Background: an optimization exercise with open tools. Do not read the settings as production practice.
In this exercise RTL edits were held to simulation tests only and were not proved equivalent to the original.
Power and IR drop assume default switching activity.

==> flow/config.mk <==
export PLATFORM = sky130hd
export DESIGN_NAME = JAM
export DESIGN_NICKNAME = JAM
export VERILOG_FILES = /design/flow/design.v
export SDC_FILE = /design/flow/constraint.sdc
export NUM_CORES = 4
export LEC_CHECK = 0
export ABC_CLOCK_PERIOD_IN_PS = 4000
export CAP_MARGIN = 20
export CORE_MARGIN = 2
export CORE_UTILIZATION = 40
export SETUP_SLACK_MARGIN = 2.0
export SLEW_MARGIN = 20
==> flow/constraint.sdc <==
create_clock -name core_clock -period 6.2 [get_ports {CLK}]
set_input_delay 1.2400 -clock core_clock [delete_from_list [all_inputs] [get_ports {CLK}]]
set_output_delay 1.2400 -clock core_clock [all_outputs]
set_load 0.01 [all_outputs]
==> flow/design.v <==
module JAM (
input CLK,
input RST,
output [2:0] W,
output [2:0] J,
input [6:0] Cost,
output [3:0] MatchCount,
output [9:0] MinCost,
output Valid );
reg  [7:0] c;
always @(posedge CLK) begin
	if (RST)                 c <= 8'd0;
	else if (c != 8'd138)    c <= c + 8'd1;
end
assign W = c[5:3];
assign J = c[2:0];
assign Valid = c == 8'd138;
wire loading = ~c[7] & ~c[6];
reg [6:0] t0_0, t0_1, t0_2, t0_3, t0_4, t0_5, t0_6, t0_7;
reg [6:0] t1_0, t1_1, t1_2, t1_3, t1_4, t1_5, t1_6, t1_7;
reg [6:0] t2_0, t2_1, t2_2, t2_3, t2_4, t2_5, t2_6, t2_7;
reg [6:0] t3_0, t3_1, t3_2, t3_3, t3_4, t3_5, t3_6, t3_7;
reg [6:0] t4_0, t4_1, t4_2, t4_3, t4_4, t4_5, t4_6, t4_7;
reg [6:0] t5_0, t5_1, t5_2, t5_3, t5_4, t5_5, t5_6, t5_7;
reg [6:0] t6_0, t6_1, t6_2, t6_3, t6_4, t6_5, t6_6, t6_7;
reg [6:0] t7_0, t7_1, t7_2, t7_3, t7_4, t7_5, t7_6, t7_7;
always @(posedge CLK) begin
	t0_0 <= t0_1;
	t0_1 <= t0_2;
	t0_2 <= t0_3;
	t0_3 <= t0_4;
	t0_4 <= t0_5;
	t0_5 <= t0_6;
	t0_6 <= t0_7;
	t0_7 <= (loading && c[5:3] == 3'd0) ? Cost : t0_0;
	t1_0 <= t1_1;
	t1_1 <= t1_2;
	t1_2 <= t1_3;
	t1_3 <= t1_4;
	t1_4 <= t1_5;
	t1_5 <= t1_6;
	t1_6 <= t1_7;
	t1_7 <= (loading && c[5:3] == 3'd1) ? Cost : t1_0;
	t2_0 <= t2_1;
	t2_1 <= t2_2;
	t2_2 <= t2_3;
	t2_3 <= t2_4;
	t2_4 <= t2_5;
	t2_5 <= t2_6;
	t2_6 <= t2_7;
	t2_7 <= (loading && c[5:3] == 3'd2) ? Cost : t2_0;
	t3_0 <= t3_1;
	t3_1 <= t3_2;
	t3_2 <= t3_3;
	t3_3 <= t3_4;
	t3_4 <= t3_5;
	t3_5 <= t3_6;
	t3_6 <= t3_7;
	t3_7 <= (loading && c[5:3] == 3'd3) ? Cost : t3_0;
	t4_0 <= t4_1;
	t4_1 <= t4_2;
	t4_2 <= t4_3;
	t4_3 <= t4_4;
	t4_4 <= t4_5;
	t4_5 <= t4_6;
	t4_6 <= t4_7;
	t4_7 <= (loading && c[5:3] == 3'd4) ? Cost : t4_0;
	t5_0 <= t5_1;
	t5_1 <= t5_2;
	t5_2 <= t5_3;
	t5_3 <= t5_4;
	t5_4 <= t5_5;
	t5_5 <= t5_6;
	t5_6 <= t5_7;
	t5_7 <= (loading && c[5:3] == 3'd5) ? Cost : t5_0;
	t6_0 <= t6_1;
	t6_1 <= t6_2;
	t6_2 <= t6_3;
	t6_3 <= t6_4;
	t6_4 <= t6_5;
	t6_5 <= t6_6;
	t6_6 <= t6_7;
	t6_7 <= (loading && c[5:3] == 3'd6) ? Cost : t6_0;
	t7_0 <= t7_1;
	t7_1 <= t7_2;
	t7_2 <= t7_3;
	t7_3 <= t7_4;
	t7_4 <= t7_5;
	t7_5 <= t7_6;
	t7_6 <= t7_7;
	t7_7 <= (loading && c[5:3] == 3'd7) ? Cost : t7_0;
end
wire [7:0] cn = c + 8'd1;
wire [3:0] on = cn[7] ? {3'b100, cn[2]} : {1'b0, cn[5:3]};
wire [9:0] ohn = 10'd1 << on;
reg  q0_0_0;
always @(posedge CLK) q0_0_0 <= ohn[0] | ohn[1] | ohn[2] | ohn[3] | ohn[4] | ohn[5] | ohn[6];
reg  q0_4_0;
always @(posedge CLK) q0_4_0 <= ohn[7] | ohn[8] | ohn[9];
reg  q1_0_0;
always @(posedge CLK) q1_0_0 <= ohn[7] | ohn[8] | ohn[9];
reg  q1_1_0;
always @(posedge CLK) q1_1_0 <= ohn[0] | ohn[1] | ohn[2] | ohn[3] | ohn[4] | ohn[5] | ohn[6];
reg  q2_4_0;
always @(posedge CLK) q2_4_0 <= ohn[1] | ohn[4];
reg  q2_5_0;
always @(posedge CLK) q2_5_0 <= ohn[2] | ohn[5] | ohn[7];
reg  q2_6_0;
always @(posedge CLK) q2_6_0 <= ohn[3] | ohn[6] | ohn[9];
reg  q2_7_0;
always @(posedge CLK) q2_7_0 <= ohn[0] | ohn[8];
reg  q3_2_0;
always @(posedge CLK) q3_2_0 <= ohn[0] | ohn[1] | ohn[2] | ohn[3] | ohn[7] | ohn[9];
reg  q3_3_0;
always @(posedge CLK) q3_3_0 <= ohn[4] | ohn[5] | ohn[6] | ohn[8];
reg  q4_2_0;
always @(posedge CLK) q4_2_0 <= ohn[4] | ohn[5] | ohn[6] | ohn[8];
reg  q4_3_0;
always @(posedge CLK) q4_3_0 <= ohn[0] | ohn[1] | ohn[2] | ohn[3] | ohn[7] | ohn[9];
reg  q5_1_0;
always @(posedge CLK) q5_1_0 <= ohn[7] | ohn[8] | ohn[9];
reg  q5_4_0;
always @(posedge CLK) q5_4_0 <= ohn[0] | ohn[2] | ohn[3] | ohn[5] | ohn[6];
reg  q5_7_0;
always @(posedge CLK) q5_7_0 <= ohn[1] | ohn[4];
reg  q6_5_0;
always @(posedge CLK) q6_5_0 <= ohn[3] | ohn[6] | ohn[9];
reg  q6_6_0;
always @(posedge CLK) q6_6_0 <= ohn[0] | ohn[1] | ohn[2] | ohn[4] | ohn[5] | ohn[7] | ohn[8];
reg  q7_5_0;
always @(posedge CLK) q7_5_0 <= ohn[0] | ohn[1] | ohn[4] | ohn[8];
reg  q7_7_0;
always @(posedge CLK) q7_7_0 <= ohn[2] | ohn[3] | ohn[5] | ohn[6] | ohn[7] | ohn[9];
wire [6:0] m00 = ({7{q0_0_0}} & t0_0) | ({7{q0_4_0}} & t0_4);
wire [6:0] m01 = ({7{q1_0_0}} & t0_0) | ({7{q1_1_0}} & t0_1);
wire [6:0] m02 = ({7{q2_4_0}} & t0_4) | ({7{q2_5_0}} & t0_5) | ({7{q2_6_0}} & t0_6) | ({7{q2_7_0}} & t0_7);
wire [6:0] m03 = ({7{q3_2_0}} & t0_2) | ({7{q3_3_0}} & t0_3);
wire [6:0] m10 = ({7{q0_0_0}} & t1_0) | ({7{q0_4_0}} & t1_4);
wire [6:0] m11 = ({7{q1_0_0}} & t1_0) | ({7{q1_1_0}} & t1_1);
wire [6:0] m12 = ({7{q2_4_0}} & t1_4) | ({7{q2_5_0}} & t1_5) | ({7{q2_6_0}} & t1_6) | ({7{q2_7_0}} & t1_7);
wire [6:0] m13 = ({7{q3_2_0}} & t1_2) | ({7{q3_3_0}} & t1_3);
wire [6:0] m20 = ({7{q0_0_0}} & t2_0) | ({7{q0_4_0}} & t2_4);
wire [6:0] m21 = ({7{q1_0_0}} & t2_0) | ({7{q1_1_0}} & t2_1);
wire [6:0] m22 = ({7{q2_4_0}} & t2_4) | ({7{q2_5_0}} & t2_5) | ({7{q2_6_0}} & t2_6) | ({7{q2_7_0}} & t2_7);
wire [6:0] m23 = ({7{q3_2_0}} & t2_2) | ({7{q3_3_0}} & t2_3);
wire [6:0] m30 = ({7{q0_0_0}} & t3_0) | ({7{q0_4_0}} & t3_4);
wire [6:0] m31 = ({7{q1_0_0}} & t3_0) | ({7{q1_1_0}} & t3_1);
wire [6:0] m32 = ({7{q2_4_0}} & t3_4) | ({7{q2_5_0}} & t3_5) | ({7{q2_6_0}} & t3_6) | ({7{q2_7_0}} & t3_7);
wire [6:0] m33 = ({7{q3_2_0}} & t3_2) | ({7{q3_3_0}} & t3_3);
wire [6:0] m40 = ({7{q4_2_0}} & t4_2) | ({7{q4_3_0}} & t4_3);
wire [6:0] m41 = ({7{q5_1_0}} & t4_1) | ({7{q5_4_0}} & t4_4) | ({7{q5_7_0}} & t4_7);
wire [6:0] m42 = ({7{q6_5_0}} & t4_5) | ({7{q6_6_0}} & t4_6);
wire [6:0] m43 = ({7{q7_5_0}} & t4_5) | ({7{q7_7_0}} & t4_7);
wire [6:0] m50 = ({7{q4_2_0}} & t5_2) | ({7{q4_3_0}} & t5_3);
wire [6:0] m51 = ({7{q5_1_0}} & t5_1) | ({7{q5_4_0}} & t5_4) | ({7{q5_7_0}} & t5_7);
wire [6:0] m52 = ({7{q6_5_0}} & t5_5) | ({7{q6_6_0}} & t5_6);
wire [6:0] m53 = ({7{q7_5_0}} & t5_5) | ({7{q7_7_0}} & t5_7);
wire [6:0] m60 = ({7{q4_2_0}} & t6_2) | ({7{q4_3_0}} & t6_3);
wire [6:0] m61 = ({7{q5_1_0}} & t6_1) | ({7{q5_4_0}} & t6_4) | ({7{q5_7_0}} & t6_7);
wire [6:0] m62 = ({7{q6_5_0}} & t6_5) | ({7{q6_6_0}} & t6_6);
wire [6:0] m63 = ({7{q7_5_0}} & t6_5) | ({7{q7_7_0}} & t6_7);
wire [6:0] m70 = ({7{q4_2_0}} & t7_2) | ({7{q4_3_0}} & t7_3);
wire [6:0] m71 = ({7{q5_1_0}} & t7_1) | ({7{q5_4_0}} & t7_4) | ({7{q5_7_0}} & t7_7);
wire [6:0] m72 = ({7{q6_5_0}} & t7_5) | ({7{q6_6_0}} & t7_6);
wire [6:0] m73 = ({7{q7_5_0}} & t7_5) | ({7{q7_7_0}} & t7_7);
function [7:0] add7;   
	input [6:0] a, b;
	add7 = a + b;
endfunction
function [9:0] add9;   
	input [8:0] a, b;
	add9 = a + b;
endfunction
function lt10;   
	input [9:0] a, b;
	integer i;
	reg l;
	begin
		l = 1'b0;
		for (i = 0; i < 10; i = i + 1)
			l = (~a[i] & b[i]) | (~(a[i] ^ b[i]) & l);
		lt10 = l;
	end
endfunction
function [12:0] mc9;           
	input [12:0] x, y;
	begin
		if (x[12:4] == y[12:4])                          mc9 = {x[12:4], x[3:0] + y[3:0]};
		else if (lt10({1'b0, x[12:4]}, {1'b0, y[12:4]})) mc9 = x;
		else                                             mc9 = y;
	end
endfunction
function [8:0] blk2;
	input [6:0] ua, ub, va, vb;
	reg [7:0] p, q;
	begin
		p = add7(ua, vb);
		q = add7(ub, va);
		blk2 = {lt10({2'b0, p}, {2'b0, q}) ? p : q, p == q};
	end
endfunction
function [12:0] term;
	input [8:0] x, y;
	reg [1:0] e;
	begin
		e = x[0] + y[0];
		term = {add9({1'b0, x[8:1]}, {1'b0, y[8:1]}), 1'b0, e == 2'd2, e == 2'd1, e == 2'd0};
	end
endfunction
reg  [8:0] xa01;
always @(posedge CLK) xa01 <= blk2(m00, m01, m10, m11);
reg  [8:0] ya01;
always @(posedge CLK) ya01 <= blk2(m20, m21, m30, m31);
reg  [8:0] xa02;
always @(posedge CLK) xa02 <= blk2(m00, m02, m10, m12);
reg  [8:0] ya02;
always @(posedge CLK) ya02 <= blk2(m20, m22, m30, m32);
reg  [8:0] xa03;
always @(posedge CLK) xa03 <= blk2(m00, m03, m10, m13);
reg  [8:0] ya03;
always @(posedge CLK) ya03 <= blk2(m20, m23, m30, m33);
reg  [8:0] xa12;
always @(posedge CLK) xa12 <= blk2(m01, m02, m11, m12);
reg  [8:0] ya12;
always @(posedge CLK) ya12 <= blk2(m21, m22, m31, m32);
reg  [8:0] xa13;
always @(posedge CLK) xa13 <= blk2(m01, m03, m11, m13);
reg  [8:0] ya13;
always @(posedge CLK) ya13 <= blk2(m21, m23, m31, m33);
reg  [8:0] xa23;
always @(posedge CLK) xa23 <= blk2(m02, m03, m12, m13);
reg  [8:0] ya23;
always @(posedge CLK) ya23 <= blk2(m22, m23, m32, m33);
reg  [8:0] xb01;
always @(posedge CLK) xb01 <= blk2(m40, m41, m50, m51);
reg  [8:0] yb01;
always @(posedge CLK) yb01 <= blk2(m60, m61, m70, m71);
reg  [8:0] xb02;
always @(posedge CLK) xb02 <= blk2(m40, m42, m50, m52);
reg  [8:0] yb02;
always @(posedge CLK) yb02 <= blk2(m60, m62, m70, m72);
reg  [8:0] xb03;
always @(posedge CLK) xb03 <= blk2(m40, m43, m50, m53);
reg  [8:0] yb03;
always @(posedge CLK) yb03 <= blk2(m60, m63, m70, m73);
reg  [8:0] xb12;
always @(posedge CLK) xb12 <= blk2(m41, m42, m51, m52);
reg  [8:0] yb12;
always @(posedge CLK) yb12 <= blk2(m61, m62, m71, m72);
reg  [8:0] xb13;
always @(posedge CLK) xb13 <= blk2(m41, m43, m51, m53);
reg  [8:0] yb13;
always @(posedge CLK) yb13 <= blk2(m61, m63, m71, m73);
reg  [8:0] xb23;
always @(posedge CLK) xb23 <= blk2(m42, m43, m52, m53);
reg  [8:0] yb23;
always @(posedge CLK) yb23 <= blk2(m62, m63, m72, m73);
wire [12:0] ta0 = term(xa01, ya23);
wire [12:0] ta1 = term(xa02, ya13);
wire [12:0] ta2 = term(xa03, ya12);
wire [12:0] ta3 = term(xa12, ya03);
wire [12:0] ta4 = term(xa13, ya02);
wire [12:0] ta5 = term(xa23, ya01);
wire [12:0] tb0 = term(xb01, yb23);
wire [12:0] tb1 = term(xb02, yb13);
wire [12:0] tb2 = term(xb03, yb12);
wire [12:0] tb3 = term(xb12, yb03);
wire [12:0] tb4 = term(xb13, yb02);
wire [12:0] tb5 = term(xb23, yb01);
reg  [12:0] pa0;
always @(posedge CLK) pa0 <= mc9(ta0, ta1);
reg  [12:0] pa1;
always @(posedge CLK) pa1 <= mc9(ta2, ta3);
reg  [12:0] pa2;
always @(posedge CLK) pa2 <= mc9(ta4, ta5);
reg  [12:0] fa;
always @(posedge CLK) fa <= mc9(mc9(pa0, pa1), pa2);
reg  [12:0] pb0;
always @(posedge CLK) pb0 <= mc9(tb0, tb1);
reg  [12:0] pb1;
always @(posedge CLK) pb1 <= mc9(tb2, tb3);
reg  [12:0] pb2;
always @(posedge CLK) pb2 <= mc9(tb4, tb5);
reg  [12:0] fb;
always @(posedge CLK) fb <= mc9(mc9(pb0, pb1), pb2);
wire [3:0] pc = fa[3:0] * fb[3:0];
reg  [13:0] tr;
always @(posedge CLK) tr <= {add9(fa[12:4], fb[12:4]), pc};
wire trv = c >= 8'd68 && c <= 8'd137;
reg [9:0] mincost;
reg [3:0] matchcount;
always @(posedge CLK) begin
	if (RST) begin
		mincost    <= 10'd1023;
		matchcount <= 4'd0;
	end else if (trv) begin
		if (lt10(tr[13:4], mincost)) begin
			mincost    <= tr[13:4];
			matchcount <= tr[3:0];
		end else if (tr[13:4] == mincost) begin
			matchcount <= matchcount + tr[3:0];
		end
	end
end
assign MinCost    = mincost;
assign MatchCount = matchcount;
endmodule
==> flow/run.sh <==
#!/bin/bash
# synth_recipe.tcl (not shown) runs the flow's synth.tcl, then flattens the netlist and writes it again
# the make line also repeats each setting of config.mk as NAME=value (left out here)
make -C /OpenROAD-flow-scripts/flow DESIGN_CONFIG=/design/flow/config.mk WORK_HOME=/design/flow/orfs CLKGATE_MAP_FILE= SYNTH_SCRIPT=/design/flow/synth_recipe.tcl finish
==> reports/results.tsv, run 1 <==
metric	value	unit
run status	complete, no violations	
share of cells above drive strength 1	9.91	%
CTS sink cnt	816	
cell count of the worst reg-to-reg path	15	
crit share post-route	66.0	%
buffer depth of the longest clock path	3	
insertion delay to the later sink of the worst-skew pair	690	ps
post-synthesis sequential element count	816	
TritonCTS clock tree	built	
drt wl/cell	20.7	µm
initial DRC count	2505	
H-tree Lvls	3	
crit-path max FO	13	
Layout Skew	46.8	ps
nets	5786	
power share of the clock group	33.5	%
max-slew violation count	0	
DRT Pass-1 Iters	6	
Ports	30	
shortest period the worst path allows	4090	ps
flop-to-flop setup slack	2110	ps
Cell Area, Synth	47800	µm²
Final Hold Violating Endpoints	0	
synth unique cells	69	
Horiz. Die Dim	350	µm
Synth Warn #	1	
sequential-to-total area share from yosys stat	34.2	%
worst path arrival time	4600	ps
RSZ-0062 raised after global routing	true	
Routed Antenna Nets	0	
syn nets	5694	
Die Area	122000	µm²
P_leak	26.5	nW
Layout fillers	11089	
first-pass GRT wire length	201000	µm
core area	118000	µm²
GR Util met1	31.4	%
sequential power share	36.2	%
GRT overflow	0	
effective utilization at floorplan	40.4	%
GR peak layer	met2	
EDFF count, synth	0	
Switching Fraction	32.6	%
largest net degree at the start of global routing	65	
ys async rst share	0	%
Pwr per Cell Area	314	nW/µm²
startpoint type of the worst setup path	flip-flop	
measured slew at the worst slew-check pin	1160	ps
Post-DP HPWL	107000	µm
Final GP Congestion	0.936	
clock-pin slew on the worst setup and hold paths	70	ps
VDD IR max	225	µV
routing usage on met2	33.3	%
CTS root buf	clkbuf_16	
Hold Startpoint	t3_1[4]	
Total Wirelength	134000	µm
worst slack, placed	1490	ps
gr usage total	21.6	%
drt drc	0	
Internal	11.4	mW
met3 Resource Use GR	3.02	%
Layout area overhead	12.5	%
Hold Path Cell Cnt	0	
Worst EP required	6710	ps
drt via density	5.33	
final worst slack	2110	ps
CP Capture Type	flip-flop	
Psw	5.51	mW
Final TNS setup	0	ps
Hold Buf Count CTS	0	
Final Instance Count excl. Fillers	6482	
max cap viols	0	
worst hold path type	reg -> reg	
post-synthesis instance total	4780	
final setup fails	0	
Inst Count DP	6287	
vias in the first global route	33435	
placed cell area	49900	µm²
total power	16.9	mW
R2R Path End	xb03[3]	
dominant synthesized flop cell	dfxtp_1	
row count	126	
Crit Path Category	reg -> reg	
fin area	53700	µm²
initial antenna violation count	14	
Max-slew headroom	21.8	%
vias post-DR	34573	
combinational group share of total power	30.4	%
Worst R2R Start	q4_2_0	
Die Y	350	µm
Port Buf Inserts	29	
Avg Cell Area, Syn	9.99	µm²
hold endpoint	t3_0[4]	
FMAX	0.244	GHz
Num CTS Buffers	88	
## per-layer routing
layer	vias up	wire length, µm
met4	4	3200
li1	17185	-
met1	16385	66200
met5	-	24
met3	188	7130
met2	811	57400
## through the flow
step	hold slack, ps	utilization [%]
2_1_floorplan	330	-
3_3_place_gp	332	42.2
3_5_place_dp	337	42.2
4_1_cts	322	45.0
5_1_grt	331	45.4
6_report	322	45.4
## cell families (layout without fill, tap and decap cells)
family,Yosys count,count (layout),share of synthesized area (%)
AO/OA/AOI/OAI,1241,1241,17.6
XOR/XNOR,346,346,6.35
adder cells (fa/ha/maj),905,905,24.8
buffers and inverters,569,733,4.54
flip-flops,816,816,34.2
multiplexers,269,269,5.92
other,0,2,0
AND/OR/NAND/NOR,634,634,6.56
## sequential cells by signal, summed over array words and instances, names as in the netlist, 10 cells and up
name     cells
pa1         13
pb1         13
pb0         13
mincost     10
pa2         13
fb          13
tr          14
fa          13
pb2         13
pa0         13
## worst max-delay path by stage
stage,from,endpoint,slack [ps]
global route,q6_5_0,ya23[4],1970
detailed placement,q5_7_0,yb13[1],1490
global placement,q5_7_0,yb01[1],1530
finish,q4_2_0,xb03[3],2110
CTS,q5_7_0,yb13[1],1970
floorplan,q5_7_0,xb01[1],2440
## timing repair
action | 4_1_cts | 5_1_grt
pin swaps | 5 | 11
resized for setup | 33 | 74
gates cloned | 0 | 1
setup buffers | 7 | 23
endpoints found under the setup margin | 123 | 143
## worst max-delay path, cell delays in order, from the launching register on
cell	delay [ps]
dfxtp_4	420
clkbuf_8	210
a22o_1	310
ha_1	270
fa_1	440
a21oi_1	150
nor2_1	50
nor2_1	150
o21bai_1	90
a21oi_1	170
xor2_1	200
inv_1	70
ha_1	270
nand2_1	80
o21ai_2	440
mux2i_1	590
## final cells by class
cell class / instances / area, µm² / share of cell area, %
multi-input combinational: 3395 / 29600 / 55.1
sequential: 816 / 16400 / 30.5
clock buffer: 115 / 2480 / 4.62
tap: 1536 / 1920 / 3.58
inverter: 483 / 1810 / 3.37
timing repair buffer: 88 / 847 / 1.58
clock inverter: 47 / 704 / 1.31
antenna: 2 / 5.00 / 0.00931
## synth_stat cells (all sizes together), types with 126 or more instances
cell type	count	area [µm²]
ha	833	10400
dfxtp	816	16300
inv	483	1810
a21oi	427	2160
xnor2	220	1930
nor2	180	701
o21bai	179	1340
a22o	169	1480
mux2i	163	1630
nand2	161	607
a21o	150	1130
o21ai	126	672
xor2	126	1100
## cells in the final DEF, fill, tap and decap left out, types with 51 or more instances in the layout
cell type	count
xor2_1	126
fa_1	72
clkbuf_16	89
nand2_1	148
xnor2_1	220
dfxtp_1	806
inv_1	481
o21bai_1	179
a22oi_1	57
nor2_1	172
a22o_1	158
o21ai_0	107
nor3_1	51
mux2_2	106
a21oi_1	403
mux2i_1	147
ha_1	833
nor2b_1	54
a21o_1	150
## power by group through the flow
| stage | Combinational (mW) | Sequential (mW) | Clock, mW |
|---|---|---|---|
| after floorplan | 3.82 | 6.04 | 0 |
| final | 5.12 | 6.10 | 5.65 |
| after CTS | 4.96 | 6.11 | 5.76 |
| after detailed placement | 4.88 | 6.23 | 0 |
| after global placement | 4.82 | 6.22 | 0 |
| after global routing | 5.75 | 6.15 | 5.98 |
==> run 2, diff against run 1 <==
--- a/flow/design.v
+++ b/flow/design.v
@@ -10,11 +10,11 @@
 reg  [7:0] c;
 always @(posedge CLK) begin
 	if (RST)                 c <= 8'd0;
-	else if (c != 8'd138)    c <= c + 8'd1;
+	else if (c != 8'd137)    c <= c + 8'd1;
 end
 assign W = c[5:3];
 assign J = c[2:0];
-assign Valid = c == 8'd138;
+assign Valid = c == 8'd137;
 wire loading = ~c[7] & ~c[6];
 reg [6:0] t0_0, t0_1, t0_2, t0_3, t0_4, t0_5, t0_6, t0_7;
 reg [6:0] t1_0, t1_1, t1_2, t1_3, t1_4, t1_5, t1_6, t1_7;
@@ -95,42 +95,80 @@
 wire [9:0] ohn = 10'd1 << on;
 reg  q0_0_0;
 always @(posedge CLK) q0_0_0 <= ohn[0] | ohn[1] | ohn[2] | ohn[3] | ohn[4] | ohn[5] | ohn[6];
+reg  q0_0_1;
+always @(posedge CLK) q0_0_1 <= ohn[0] | ohn[1] | ohn[2] | ohn[3] | ohn[4] | ohn[5] | ohn[6];
 reg  q0_4_0;
 always @(posedge CLK) q0_4_0 <= ohn[7] | ohn[8] | ohn[9];
+reg  q0_4_1;
+always @(posedge CLK) q0_4_1 <= ohn[7] | ohn[8] | ohn[9];
 reg  q1_0_0;
 always @(posedge CLK) q1_0_0 <= ohn[7] | ohn[8] | ohn[9];
+reg  q1_0_1;
+always @(posedge CLK) q1_0_1 <= ohn[7] | ohn[8] | ohn[9];
 reg  q1_1_0;
 always @(posedge CLK) q1_1_0 <= ohn[0] | ohn[1] | ohn[2] | ohn[3] | ohn[4] | ohn[5] | ohn[6];
+reg  q1_1_1;
+always @(posedge CLK) q1_1_1 <= ohn[0] | ohn[1] | ohn[2] | ohn[3] | ohn[4] | ohn[5] | ohn[6];
 reg  q2_4_0;
 always @(posedge CLK) q2_4_0 <= ohn[1] | ohn[4];
+reg  q2_4_1;
+always @(posedge CLK) q2_4_1 <= ohn[1] | ohn[4];
 reg  q2_5_0;
 always @(posedge CLK) q2_5_0 <= ohn[2] | ohn[5] | ohn[7];
+reg  q2_5_1;
+always @(posedge CLK) q2_5_1 <= ohn[2] | ohn[5] | ohn[7];
 reg  q2_6_0;
 always @(posedge CLK) q2_6_0 <= ohn[3] | ohn[6] | ohn[9];
+reg  q2_6_1;
+always @(posedge CLK) q2_6_1 <= ohn[3] | ohn[6] | ohn[9];
 reg  q2_7_0;
 always @(posedge CLK) q2_7_0 <= ohn[0] | ohn[8];
+reg  q2_7_1;
+always @(posedge CLK) q2_7_1 <= ohn[0] | ohn[8];
 reg  q3_2_0;
 always @(posedge CLK) q3_2_0 <= ohn[0] | ohn[1] | ohn[2] | ohn[3] | ohn[7] | ohn[9];
+reg  q3_2_1;
+always @(posedge CLK) q3_2_1 <= ohn[0] | ohn[1] | ohn[2] | ohn[3] | ohn[7] | ohn[9];
 reg  q3_3_0;
 always @(posedge CLK) q3_3_0 <= ohn[4] | ohn[5] | ohn[6] | ohn[8];
+reg  q3_3_1;
+always @(posedge CLK) q3_3_1 <= ohn[4] | ohn[5] | ohn[6] | ohn[8];
 reg  q4_2_0;
 always @(posedge CLK) q4_2_0 <= ohn[4] | ohn[5] | ohn[6] | ohn[8];
+reg  q4_2_1;
+always @(posedge CLK) q4_2_1 <= ohn[4] | ohn[5] | ohn[6] | ohn[8];
 reg  q4_3_0;
 always @(posedge CLK) q4_3_0 <= ohn[0] | ohn[1] | ohn[2] | ohn[3] | ohn[7] | ohn[9];
+reg  q4_3_1;
+always @(posedge CLK) q4_3_1 <= ohn[0] | ohn[1] | ohn[2] | ohn[3] | ohn[7] | ohn[9];
 reg  q5_1_0;
 always @(posedge CLK) q5_1_0 <= ohn[7] | ohn[8] | ohn[9];
+reg  q5_1_1;
+always @(posedge CLK) q5_1_1 <= ohn[7] | ohn[8] | ohn[9];
 reg  q5_4_0;
 always @(posedge CLK) q5_4_0 <= ohn[0] | ohn[2] | ohn[3] | ohn[5] | ohn[6];
+reg  q5_4_1;
+always @(posedge CLK) q5_4_1 <= ohn[0] | ohn[2] | ohn[3] | ohn[5] | ohn[6];
 reg  q5_7_0;
 always @(posedge CLK) q5_7_0 <= ohn[1] | ohn[4];
+reg  q5_7_1;
+always @(posedge CLK) q5_7_1 <= ohn[1] | ohn[4];
 reg  q6_5_0;
 always @(posedge CLK) q6_5_0 <= ohn[3] | ohn[6] | ohn[9];
+reg  q6_5_1;
+always @(posedge CLK) q6_5_1 <= ohn[3] | ohn[6] | ohn[9];
 reg  q6_6_0;
 always @(posedge CLK) q6_6_0 <= ohn[0] | ohn[1] | ohn[2] | ohn[4] | ohn[5] | ohn[7] | ohn[8];
+reg  q6_6_1;
+always @(posedge CLK) q6_6_1 <= ohn[0] | ohn[1] | ohn[2] | ohn[4] | ohn[5] | ohn[7] | ohn[8];
 reg  q7_5_0;
 always @(posedge CLK) q7_5_0 <= ohn[0] | ohn[1] | ohn[4] | ohn[8];
+reg  q7_5_1;
+always @(posedge CLK) q7_5_1 <= ohn[0] | ohn[1] | ohn[4] | ohn[8];
 reg  q7_7_0;
 always @(posedge CLK) q7_7_0 <= ohn[2] | ohn[3] | ohn[5] | ohn[6] | ohn[7] | ohn[9];
+reg  q7_7_1;
+always @(posedge CLK) q7_7_1 <= ohn[2] | ohn[3] | ohn[5] | ohn[6] | ohn[7] | ohn[9];
 wire [6:0] m00 = ({7{q0_0_0}} & t0_0) | ({7{q0_4_0}} & t0_4);
 wire [6:0] m01 = ({7{q1_0_0}} & t0_0) | ({7{q1_1_0}} & t0_1);
 wire [6:0] m02 = ({7{q2_4_0}} & t0_4) | ({7{q2_5_0}} & t0_5) | ({7{q2_6_0}} & t0_6) | ({7{q2_7_0}} & t0_7);
@@ -139,14 +177,14 @@
 wire [6:0] m11 = ({7{q1_0_0}} & t1_0) | ({7{q1_1_0}} & t1_1);
 wire [6:0] m12 = ({7{q2_4_0}} & t1_4) | ({7{q2_5_0}} & t1_5) | ({7{q2_6_0}} & t1_6) | ({7{q2_7_0}} & t1_7);
 wire [6:0] m13 = ({7{q3_2_0}} & t1_2) | ({7{q3_3_0}} & t1_3);
-wire [6:0] m20 = ({7{q0_0_0}} & t2_0) | ({7{q0_4_0}} & t2_4);
-wire [6:0] m21 = ({7{q1_0_0}} & t2_0) | ({7{q1_1_0}} & t2_1);
-wire [6:0] m22 = ({7{q2_4_0}} & t2_4) | ({7{q2_5_0}} & t2_5) | ({7{q2_6_0}} & t2_6) | ({7{q2_7_0}} & t2_7);
-wire [6:0] m23 = ({7{q3_2_0}} & t2_2) | ({7{q3_3_0}} & t2_3);
-wire [6:0] m30 = ({7{q0_0_0}} & t3_0) | ({7{q0_4_0}} & t3_4);
-wire [6:0] m31 = ({7{q1_0_0}} & t3_0) | ({7{q1_1_0}} & t3_1);
-wire [6:0] m32 = ({7{q2_4_0}} & t3_4) | ({7{q2_5_0}} & t3_5) | ({7{q2_6_0}} & t3_6) | ({7{q2_7_0}} & t3_7);
-wire [6:0] m33 = ({7{q3_2_0}} & t3_2) | ({7{q3_3_0}} & t3_3);
+wire [6:0] m20 = ({7{q0_0_1}} & t2_0) | ({7{q0_4_1}} & t2_4);
+wire [6:0] m21 = ({7{q1_0_1}} & t2_0) | ({7{q1_1_1}} & t2_1);
+wire [6:0] m22 = ({7{q2_4_1}} & t2_4) | ({7{q2_5_1}} & t2_5) | ({7{q2_6_1}} & t2_6) | ({7{q2_7_1}} & t2_7);
+wire [6:0] m23 = ({7{q3_2_1}} & t2_2) | ({7{q3_3_1}} & t2_3);
+wire [6:0] m30 = ({7{q0_0_1}} & t3_0) | ({7{q0_4_1}} & t3_4);
+wire [6:0] m31 = ({7{q1_0_1}} & t3_0) | ({7{q1_1_1}} & t3_1);
+wire [6:0] m32 = ({7{q2_4_1}} & t3_4) | ({7{q2_5_1}} & t3_5) | ({7{q2_6_1}} & t3_6) | ({7{q2_7_1}} & t3_7);
+wire [6:0] m33 = ({7{q3_2_1}} & t3_2) | ({7{q3_3_1}} & t3_3);
 wire [6:0] m40 = ({7{q4_2_0}} & t4_2) | ({7{q4_3_0}} & t4_3);
 wire [6:0] m41 = ({7{q5_1_0}} & t4_1) | ({7{q5_4_0}} & t4_4) | ({7{q5_7_0}} & t4_7);
 wire [6:0] m42 = ({7{q6_5_0}} & t4_5) | ({7{q6_6_0}} & t4_6);
@@ -155,14 +193,14 @@
 wire [6:0] m51 = ({7{q5_1_0}} & t5_1) | ({7{q5_4_0}} & t5_4) | ({7{q5_7_0}} & t5_7);
 wire [6:0] m52 = ({7{q6_5_0}} & t5_5) | ({7{q6_6_0}} & t5_6);
 wire [6:0] m53 = ({7{q7_5_0}} & t5_5) | ({7{q7_7_0}} & t5_7);
-wire [6:0] m60 = ({7{q4_2_0}} & t6_2) | ({7{q4_3_0}} & t6_3);
-wire [6:0] m61 = ({7{q5_1_0}} & t6_1) | ({7{q5_4_0}} & t6_4) | ({7{q5_7_0}} & t6_7);
-wire [6:0] m62 = ({7{q6_5_0}} & t6_5) | ({7{q6_6_0}} & t6_6);
-wire [6:0] m63 = ({7{q7_5_0}} & t6_5) | ({7{q7_7_0}} & t6_7);
-wire [6:0] m70 = ({7{q4_2_0}} & t7_2) | ({7{q4_3_0}} & t7_3);
-wire [6:0] m71 = ({7{q5_1_0}} & t7_1) | ({7{q5_4_0}} & t7_4) | ({7{q5_7_0}} & t7_7);
-wire [6:0] m72 = ({7{q6_5_0}} & t7_5) | ({7{q6_6_0}} & t7_6);
-wire [6:0] m73 = ({7{q7_5_0}} & t7_5) | ({7{q7_7_0}} & t7_7);
+wire [6:0] m60 = ({7{q4_2_1}} & t6_2) | ({7{q4_3_1}} & t6_3);
+wire [6:0] m61 = ({7{q5_1_1}} & t6_1) | ({7{q5_4_1}} & t6_4) | ({7{q5_7_1}} & t6_7);
+wire [6:0] m62 = ({7{q6_5_1}} & t6_5) | ({7{q6_6_1}} & t6_6);
+wire [6:0] m63 = ({7{q7_5_1}} & t6_5) | ({7{q7_7_1}} & t6_7);
+wire [6:0] m70 = ({7{q4_2_1}} & t7_2) | ({7{q4_3_1}} & t7_3);
+wire [6:0] m71 = ({7{q5_1_1}} & t7_1) | ({7{q5_4_1}} & t7_4) | ({7{q5_7_1}} & t7_7);
+wire [6:0] m72 = ({7{q6_5_1}} & t7_5) | ({7{q6_6_1}} & t7_6);
+wire [6:0] m73 = ({7{q7_5_1}} & t7_5) | ({7{q7_7_1}} & t7_7);
 function [7:0] add7;   
 	input [6:0] a, b;
 	add7 = a + b;
@@ -284,9 +322,8 @@
 reg  [12:0] fb;
 always @(posedge CLK) fb <= mc9(mc9(pb0, pb1), pb2);
 wire [3:0] pc = fa[3:0] * fb[3:0];
-reg  [13:0] tr;
-always @(posedge CLK) tr <= {add9(fa[12:4], fb[12:4]), pc};
-wire trv = c >= 8'd68 && c <= 8'd137;
+wire [13:0] tr = {add9(fa[12:4], fb[12:4]), pc};
+wire trv = c >= 8'd67 && c <= 8'd136;
 reg [9:0] mincost;
 reg [3:0] matchcount;
 always @(posedge CLK) begin
==> run 2 against run 1 <==
- total power decreased by 2.2%
- core utilization down 0.28 points
- via count down 1.5%
- clock skew is 2.3 ps lower
- critical path type unchanged
- synthesized cell count is 1.4% lower
- final cell count is 1.0% lower
- synthesized area decreased by 0.87%
- design area down 1.0%
- still clean on timing, DRC and antenna
- critical endpoint is now yb13[1]
- non-clock buffer count rose by 1
- clock power decreased by 3.7%
==> reports/results.tsv, run 2 <==
metric	value	unit	change
Horiz. Die Dim	348	µm	-0.43%
Synth Warn #	1		unchanged
Post-DP HPWL	107000	µm	-0.22%
synth top area cells	dfxtp_1 34%, ha_1 22%, a21oi_1 4.3%		
Routed Antenna Nets	0		unchanged
post-synthesis sequential element count	802		-1.7%
total power	16.5	mW	-2.2%
max cap viols	0		unchanged
crit-path max FO	27		+14
worst hold path type	reg -> reg		
final setup fails	0		unchanged
Die Area	121000	µm²	-0.86%
P_leak	26.4	nW	-0.25%
GRT overflow	0		unchanged
most frequent cells after synthesis	831 x ha_1, 802 x dfxtp_1, 484 x inv_1, 410 x a21oi_1, 226 x xnor2_1		
Hold Buf Count CTS	0		unchanged
Layout area overhead	12.3	%	
initial antenna violation count	8		-6
met3 Resource Use GR	2.52	%	-0.50 points
drt drc	0		unchanged
row count	126		unchanged
Layout Utilization	45.2	%	-0.28 points
Num CTS Buffers	88		unchanged
synth unique cells	74		+7.2%
shortest period the worst path allows	4110	ps	+12.9 ps
Die Y	348	µm	-0.43%
VDD IR max	274	µV	+21%
vias post-DR	34056		-1.5%
Final TNS setup	0	ps	unchanged
Hold Path Cell Cnt	0		unchanged
worst path arrival time	4640	ps	+40 ps
Inst Count DP	6218		-1.1%
most frequent cells in the layout	831 x ha_1, 791 x dfxtp_1, 484 x inv_1, 398 x a21oi_1, 226 x xnor2_1		
largest net degree at the start of global routing	67		+3.1%
core area	118000	µm²	-0.40%
insertion delay to the later sink of the worst-skew pair	680	ps	about the same
ys async rst share	0	%	unchanged
buffer depth of the longest clock path	3		unchanged
GR peak layer	met2		
run status	complete, no violations		
dominant synthesized flop cell	dfxtp_1		
Ports	30		unchanged
placed cell area	49400	µm²	-0.85%
nets	5717		-1.2%
vias in the first global route	33407		-0.084%
clock-pin slew on the worst setup and hold paths	60	ps	about the same
Cell Area, Synth	47300	µm²	-0.87%
Pwr per Cell Area	310	nW/µm²	-1.2%
first-pass GRT wire length	198000	µm	-1.3%
Port Buf Inserts	29		unchanged
Total Wirelength	131000	µm	-2.1%
GR Util met1	31.0	%	-0.36 points
leading area contributor after synthesis	dfxtp_1		
routing usage on met2	33.3	%	+0.040 points
CP Capture Type	flip-flop		
TritonCTS clock tree	built		
crit share post-route	66.2	%	+0.21 points
final worst slack	2090	ps	-12.9 ps
effective utilization at floorplan	40.2	%	-0.19 points
FMAX	0.244	GHz	-0.31%
Final GP Congestion	0.925		-1.1%
DRT Pass-1 Iters	7		+1
Worst EP required	6730	ps	+20 ps
Crit Path Category	reg -> reg		
startpoint type of the worst setup path	flip-flop		
share of cells above drive strength 1	9.68	%	-0.23 points
CTS sink cnt	802		-1.7%
top cell type's share of synthesized area	33.9	%	-0.29 points
cell count of the worst reg-to-reg path	17		+2
RSZ-0062 raised after global routing	true		
gr usage total	21.4	%	-0.16 points
Layout fillers	10937		-1.4%
EDFF count, synth	0		unchanged
most common cell after layout, fill and taps aside	ha_1		
initial DRC count	2228		-11%
worst slack, placed	1520	ps	+26.6 ps
CTS root buf	clkbuf_16		
Final Hold Violating Endpoints	0		unchanged
measured slew at the worst slew-check pin	934	ps	-230 ps
Layout Skew	44.4	ps	-2.31 ps
Final Instance Count excl. Fillers	6415		-1.0%
count leader, synth	ha_1		
drt wl/cell	20.4	µm	-1.1%
Avg Cell Area, Syn	10.0	µm²	+0.58%
Max-slew headroom	37.6	%	+16 points
H-tree Lvls	3		unchanged
sequential-to-total area share from yosys stat	33.9	%	-0.29 points
worst hold slack	339	ps	+17.2 ps
max-slew violation count	0		unchanged
fin area	53200	µm²	-1.0%
syn nets	5623		-1.2%
drt via density	5.31		-0.47%
post-synthesis instance total	4711		-1.4%
run 2: critical path, cell delays in order (launching register included):
cell	delay, ps
dfxtp_1	310
buf_4	240
a222oi_1	300
buf_4	180
inv_1	150
ha_1	330
a21o_1	170
a21oi_1	230
o21bai_1	100
a21oi_1	230
xor2_1	250
inv_1	70
ha_1	320
nand2_1	60
o21ai_0	180
nand3_1	250
nand2_2	210
mux2_2	350
run 2: what timing repair did:
item / CTS / global route
endpoints found under the setup margin: 177 / 174
setup buffers: 7 / 26
resized for setup: 32 / 69
pin swaps: 4 / 11
cloned: 0 / 0
run 2: path summary, 6_finish.rpt:
check | slack [ps] | from | end
worst max register to register | 2090 | q5_4_1 | yb13[1]
worst min register to register | 340 | t7_2[1] | t7_1[1]
worst min-delay path | 340 | t7_2[1] | t7_1[1]
worst max-delay path | 2090 | q5_4_1 | yb13[1]
run 2: final cells by class:
cell class	count	area [µm²]	share of cell area, %
Multi-Input combinational cell	3340	29400	55.4
Sequential cell	802	16100	30.3
Clock buffer	119	2510	4.72
Tap cell	1536	1920	3.61
Inverter	484	1820	3.42
Timing Repair Buffer	89	831	1.56
Clock inverter	44	572	1.07
Antenna cell	1	2.50	0.00470
run 2: power breakdown:
part	leakage (nW)	total (mW)	internal, mW	switching, mW
Combinational	18.3	5.15	2.28	2.87
Sequential	6.58	5.92	5.61	0.306
Clock	1.50	5.44	3.15	2.28
Total	26.4	16.5	11.0	5.46
run 2: routing by layer:
| metal | vias to the layer above | wire (µm) |
|---|---|---|
| met3 | 187 | 6610 |
| met4 | 2 | 3500 |
| li1 | 16950 | - |
| met1 | 16143 | 64500 |
| met5 | - | 13 |
| met2 | 774 | 56400 |
run 2: kinds of logic after synthesis:
| group | after synthesis | synth area share (%) |
|---|---|---|
| mux | 293 | 6.55 |
| fa+ha+maj | 903 | 25.0 |
| xor+xnor | 347 | 6.45 |
| compound gates | 1214 | 17.5 |
| simple gates | 583 | 5.94 |
| flops | 802 | 33.9 |
| buf+inv | 569 | 4.61 |

## static timing again, ports no longer ideal
In the flow no input, the clock included, has a driving cell. The finished layouts below were timed again as built, in two steps. Step 1, drivers: a clkbuf_16 drives CLK and a buf_2 each remaining input, both assumed. Step 2 also shifts input and output timing later by t, the mid clock arrival at the registers, as if the neighbouring blocks saw the same clock. Slacks: ideal / step 1 / step 2; pairs: ideal / step 1.
| run | shift t [ns] | setup slack, ns | clock arrival spread, ns | slew at the worst register clock pin (ns) | cell pins on the clock port's net |
|---|---|---|---|---|---|
| run 1 | 0.740 | 2.108 / 2.108 / 2.108 | 0.049 / 0.050 | 0.07 / 0.07 | 1 |
| run 2 | 0.734 | 2.095 / 2.095 / 2.095 | 0.046 / 0.047 | 0.07 / 0.07 | 1 |
After both steps every run listed still meets setup and hold.
